Source: an optimization exercise on an open RTL-to-GDS flow (aim: a short achievable clock period and few clock cycles). Production flows keep margins and buffers that such runs may drop.
Only simulation tests tie the RTL to the original design; equivalence was not proved.
Power figures rest on the tool's default switching activity, not on a simulated workload.

## north
// SingleCycle_MIPS
module SingleCycle_MIPS(
    clk,
    rst_n,
    IR_addr,
    IR,
    ReadDataMem,
    CEN,
    WEN,
    A,
    ReadData2,
    OEN
);
==> flow/config.mk <==
export PLATFORM = sky130hd
export DESIGN_NAME = SingleCycle_MIPS
export DESIGN_NICKNAME = SingleCycle_MIPS
export VERILOG_FILES = /design/flow/design.v
export SDC_FILE = /design/flow/constraint.sdc
export NUM_CORES = 8
export LEC_CHECK = 0
export ABC_AREA = 1
export CAP_MARGIN = 20
export CORE_MARGIN = 2
export CORE_UTILIZATION = 40
export CTS_CLUSTER_DIAMETER = 150
export CTS_CLUSTER_SIZE = 25
export SETUP_SLACK_MARGIN = 5.0
export SLEW_MARGIN = 20
==> flow/constraint.sdc <==
create_clock -name core_clock -period 7.5 [get_ports {clk}]
set_input_delay 1.5000 -clock core_clock [delete_from_list [all_inputs] [get_ports {clk}]]
set_output_delay 1.5000 -clock core_clock [all_outputs]
set_load 0.01 [all_outputs]
run.sh (not shown) runs the stock make flow with config.mk's settings and CLKGATE_MAP_FILE= SYNTH_SCRIPT=/design/flow/synth_recipe.tcl, a recipe that flattens the netlist after the stock synthesis.
Testbench counts of north, summed over its fixed seeds: cycles 81,967.
### north -> south
--- a/flow/design.v
+++ b/flow/design.v
@@ -124,13 +124,15 @@
     wire [8:0] base = ~hzA ? vA[8:0] : eARI ? lo_E : xl_E[8:0];
     wire [9:0] c_e;
     ks_carry #(9) u_ea (.g(base & imm[8:0]), .p(base ^ imm[8:0]), .cin(1'b0), .c(c_e));
     wire [8:0] ea = base ^ imm[8:0] ^ c_e[8:0];
     wire [10:0] link = {1'b0, pc_D} + 11'd1;
     wire brV = v_D & isBEQ & ~stp_D;                       
-    wire brB = brV & ~(v_R & (pc_R == bt_D));              
+    wire brT = brV & ~(v_R & (pc_R == bt_D));
+    wire brK = brT & (pc == bt_D);                         
+    wire brB = brT & ~(pc == bt_D);                        
     wire brN = brV & pt_D;                                 
     wire rdJ = v_D & isJR & ~hzA & ~(v_R & (pc_R == vA[11:2]));
     wire rdo = rdJ | stall;
     wire [9:0] rdo_pc = stall ? pc_D : vA[11:2];
     wire redir = beq_eq ? (brB | rdo) : (brN | rdo);
     wire [31:0] e_early = eSLT ? {31'd0, slt_E} : xl_E;
@@ -175,13 +177,13 @@
             rf_B = rf_B | ({32{s2_R[k]}} & rf[k]);
         end
     end
     wire [31:0] nA = byA ? res_E : bmA ? res_M : rf_A;
     wire [31:0] nB = byB ? res_E : bmB ? res_M : rf_B;
     wire       pv_F = (pc == ppc_F);                       
-    wire       pt_F = (IR[31:26] == 6'h04) & pv_F & pp_F[1];
+    wire       pt_F = (IR[31:26] == 6'h04) & pv_F & pp_F[1] & (IR[15:0] != 16'd1);
     wire [10:0] c_bt;
     ks_carry #(10) u_bt (.g(pc & IR[9:0]), .p(pc ^ IR[9:0]), .cin(1'b1), .c(c_bt));
     wire [9:0] bt_F = pc ^ IR[9:0] ^ c_bt[9:0];
     wire [9:0] pc_pred = f_j ? IR[9:0] : f_jr ? ras_top : pt_F ? bt_F : fhit ? fpred : pc_seq;
     wire [9:0] nxb = rdo ? rdo_pc : pc_pred;
     wire [9:0] nx0 = brN ? pn_D : nxb;                     
@@ -199,13 +201,13 @@
             fv <= 8'd0; fnext <= 3'd0; fpend <= 1'b0;
             for (i = 0; i < 64; i = i + 1) pht[i] <= 2'b01;
             ghist <= 4'd0; bu_v <= 1'b0;
         end else begin
             pci_F <= pc_nx;
             v_R <= ~redir;
-            v_D <= v_R & ~redir;
+            v_D <= v_R & ~redir & ~(beq_eq & brK);
             bu_v <= brV & pv_D;
             if (bu_v) begin
                 ghist <= {ghist[2:0], bu_t};
                 pht[bu_i] <= bu_t ? (bu_c == 2'b11 ? 2'b11 : bu_c + 2'b01)
                                   : (bu_c == 2'b00 ? 2'b00 : bu_c - 2'b01);
             end
Notes after the runs:
- south closes out successfully: all stages finished, all timing, DRC and antenna checks passed.
- In south the area overhead of the layout relative to synthesis turned out 0.17 points higher than in north.
- [compare] base=north new=south: minimum setup slack in the final design has decreased; fraction of the mapped netlist area in simple logic gates saw little to no change; sequential area share after synthesis decreased by 0.20 points relative to the old numbers; fraction of standard cell area that is sequential went down by 0.28 points.
- When south is measured against north, its total power draw turns out 1.5% higher.
- Power per standard cell area: higher on south
- Taking north as the reference, in south layout multi-input combinational cell count increased 31; xor/xnor share of the synthesized area up 0.37 points.
- Slew of the pin with the lowest slew margin: south higher than north
- Against north, south comes in 7.7 mm higher on met1 routed wirelength after detailed routing.
Testbench counts of south, summed over its fixed seeds: cycles 80,631.

ember:
SingleCycle_MIPS, a different RTL version from the one above (not shown whole).
Size: roughly 10000 cells after synthesis, ~140 I/O pins, ~100000 um^2 of cells after synthesis.
## SingleCycle_MIPS
module SingleCycle_MIPS(
    clk,
    rst_n,
    IR_addr,
    IR,
    ReadDataMem,
    CEN,
    WEN,
    A,
    ReadData2,
    OEN
);
Settings: LEC_CHECK=0, ABC_AREA=1, CAP_MARGIN=20, CORE_MARGIN=2, CORE_UTILIZATION=40, CTS_CLUSTER_DIAMETER=150, CTS_CLUSTER_SIZE=25, SETUP_SLACK_MARGIN=5.0, SLEW_MARGIN=20; clock period 7.5 ns.
standard.sh (not shown) runs the stock make flow with config.mk's settings and CLKGATE_MAP_FILE= SYNTH_SCRIPT=/design/flow/synth_recipe.tcl, a recipe that flattens the netlist after the stock synthesis.
==> flow/flow/run.sh <==
#!/bin/bash
set -euo pipefail
here=$(pwd)
bash standard.sh "POST_GLOBAL_PLACE_TCL=$here/flow/move_oflops.tcl" finish > "$here/flow.log" 2>&1
==> flow/flow/move_oflops.tcl <==
# Move each output port's buffer, and the flip-flop that drives only that buffer, to the
# point of the core nearest the port's pin; detailed placement then legalizes them there.
set block [ord::get_db_block]
set core [$block getCoreArea]
set cx0 [$core xMin]; set cy0 [$core yMin]; set cx1 [$core xMax]; set cy1 [$core yMax]
set moved 0
foreach bterm [$block getBTerms] {
  if {[$bterm getIoType] != "OUTPUT"} { continue }
  set net [$bterm getNet]
  if {$net == "NULL"} { continue }
  set buf ""
  foreach it [$net getITerms] { if {[$it isOutputSignal]} { set buf [$it getInst] } }
  if {$buf == ""} { continue }
  set innet ""
  foreach it [$buf getITerms] { if {[$it isInputSignal] && [$it getNet] != "NULL"} { set innet [$it getNet] } }
  if {$innet == ""} { continue }
  set ff ""
  foreach it [$innet getITerms] { if {[$it isOutputSignal]} { set ff [$it getInst] } }
  if {$ff == ""} { continue }
  if {![string match "*df*" [[$ff getMaster] getName]]} { continue }
  if {[llength [$innet getITerms]] != 2} { continue }
  set bb [$bterm getBBox]
  set px [expr {([$bb xMin] + [$bb xMax]) / 2}]
  set py [expr {([$bb yMin] + [$bb yMax]) / 2}]
  set w [[$ff getMaster] getWidth]
  set h [[$ff getMaster] getHeight]
  set x [expr {min(max($px, $cx0), $cx1 - 2 * $w)}]
  set y [expr {min(max($py, $cy0), $cy1 - 2 * $h)}]
  $buf setLocation $x $y
  $ff setLocation $x $y
  incr moved
}
puts "move_oflops: moved $moved output buffers and flip-flops next to their pins"
Testbench counts of ember, summed over its fixed seeds: cycles 80,589.
The inputs of tundra differ from those of ember as listed below.
-- flow/design.v --
<<< ember, line 62
    reg  [31:0] sd_E;
    reg  [31:0] ws_M;            
    reg  [31:0] res_M;           
    reg  [31:0] res_W;           
    reg  [31:0] rf [0:31];
>>> tundra, line 62
    reg  [31:0] sd_E;
    reg  [31:0] ws_M;            
    reg  [31:0] res_M;
    reg  [31:0] res_W;           
    reg  [31:0] rf [0:31];
<<< ember, line 208
        if (~rst_n) begin
            pci_F <= 10'd0;
            v_R <= 1'b0; v_D <= 1'b0; we_E <= 1'b0; ws_M <= 32'hffffffff; res_M <= 32'd0;
            fv <= 8'd0; fnext <= 3'd0; fpend <= 1'b0;
            for (i = 0; i < 64; i = i + 1) pht[i] <= 2'b01;
>>> tundra, line 208
        if (~rst_n) begin
            pci_F <= 10'd0;
            v_R <= 1'b0; v_D <= 1'b0; we_E <= 1'b0; ws_M <= 32'd0;
            fv <= 8'd0; fnext <= 3'd0; fpend <= 1'b0;
            for (i = 0; i < 64; i = i + 1) pht[i] <= 2'b01;
<<< ember, line 229
            we_E  <= go_D & wr_D;
            for (i = 0; i < 32; i = i + 1) ws_M[i] <= we_E & (rd_E == i);
            res_M <= res_E;
        end
    end
>>> tundra, line 229
            we_E  <= go_D & wr_D;
            for (i = 0; i < 32; i = i + 1) ws_M[i] <= we_E & (rd_E == i);
        end
    end
<<< ember, line 338
        wen_E <= ~(go_D & isSW);
        sd_E  <= sB;
        res_W <= res_M;
        for (i = 0; i < 32; i = i + 1)
            if (ws_M[i]) rf[i] <= res_M;
    end
endmodule
>>> tundra, line 337
        wen_E <= ~(go_D & isSW);
        sd_E  <= sB;
        res_M <= res_E;
        res_W <= res_M;
        for (i = 0; i < 32; i = i + 1)
            if (ws_M[i] | ~rst_n) rf[i] <= res_M & {32{rst_n}};
    end
endmodule
Notes after the runs:
tundra against ember: area of all placed cells without fillers saw a decrease; effective utilization at floorplan saw little to no change; count of mapped cells out of synthesis saw a decrease; final setup slack of the worst path saw a decrease. Compared tundra against ember; utilization within noise.
Testbench counts of tundra, summed over its fixed seeds: cycles 80,589.

## what the ideal ports hide
The flow's constraints put no driver on any port. The routed layouts listed below were extracted and timed again, unchanged, in two steps. Step 1: set_driving_cell puts a clkbuf_16 on clk and a buf_2 on each other input, an assumption about the parent block. Step 2 adds t to the input delays and takes it off the output delays; t is the mean of the earliest and latest rising clock arrival at the registers after step 1. Input paths then give back, and output paths get back, about the clock's delay inside the block. Slacks: ideal / step 1 / step 2; pairs: ideal / step 1.
run	shift t [ns]	slack for setup (ns)	worst data-port slew with drivers (ns)
north	0.891	4.647 / 4.575 / 3.970	0.15
south	0.925	4.613 / 4.568 / 3.997	0.11
ember	0.898	4.703 / 4.607 / 3.956	0.25
tundra	0.904	4.663 / 4.627 / 3.797	0.28
After both steps setup and hold are still met in every run listed. The setup slack of tundra, which loses most, moves by -0.036 ns with the drivers and by -0.866 ns with both steps.
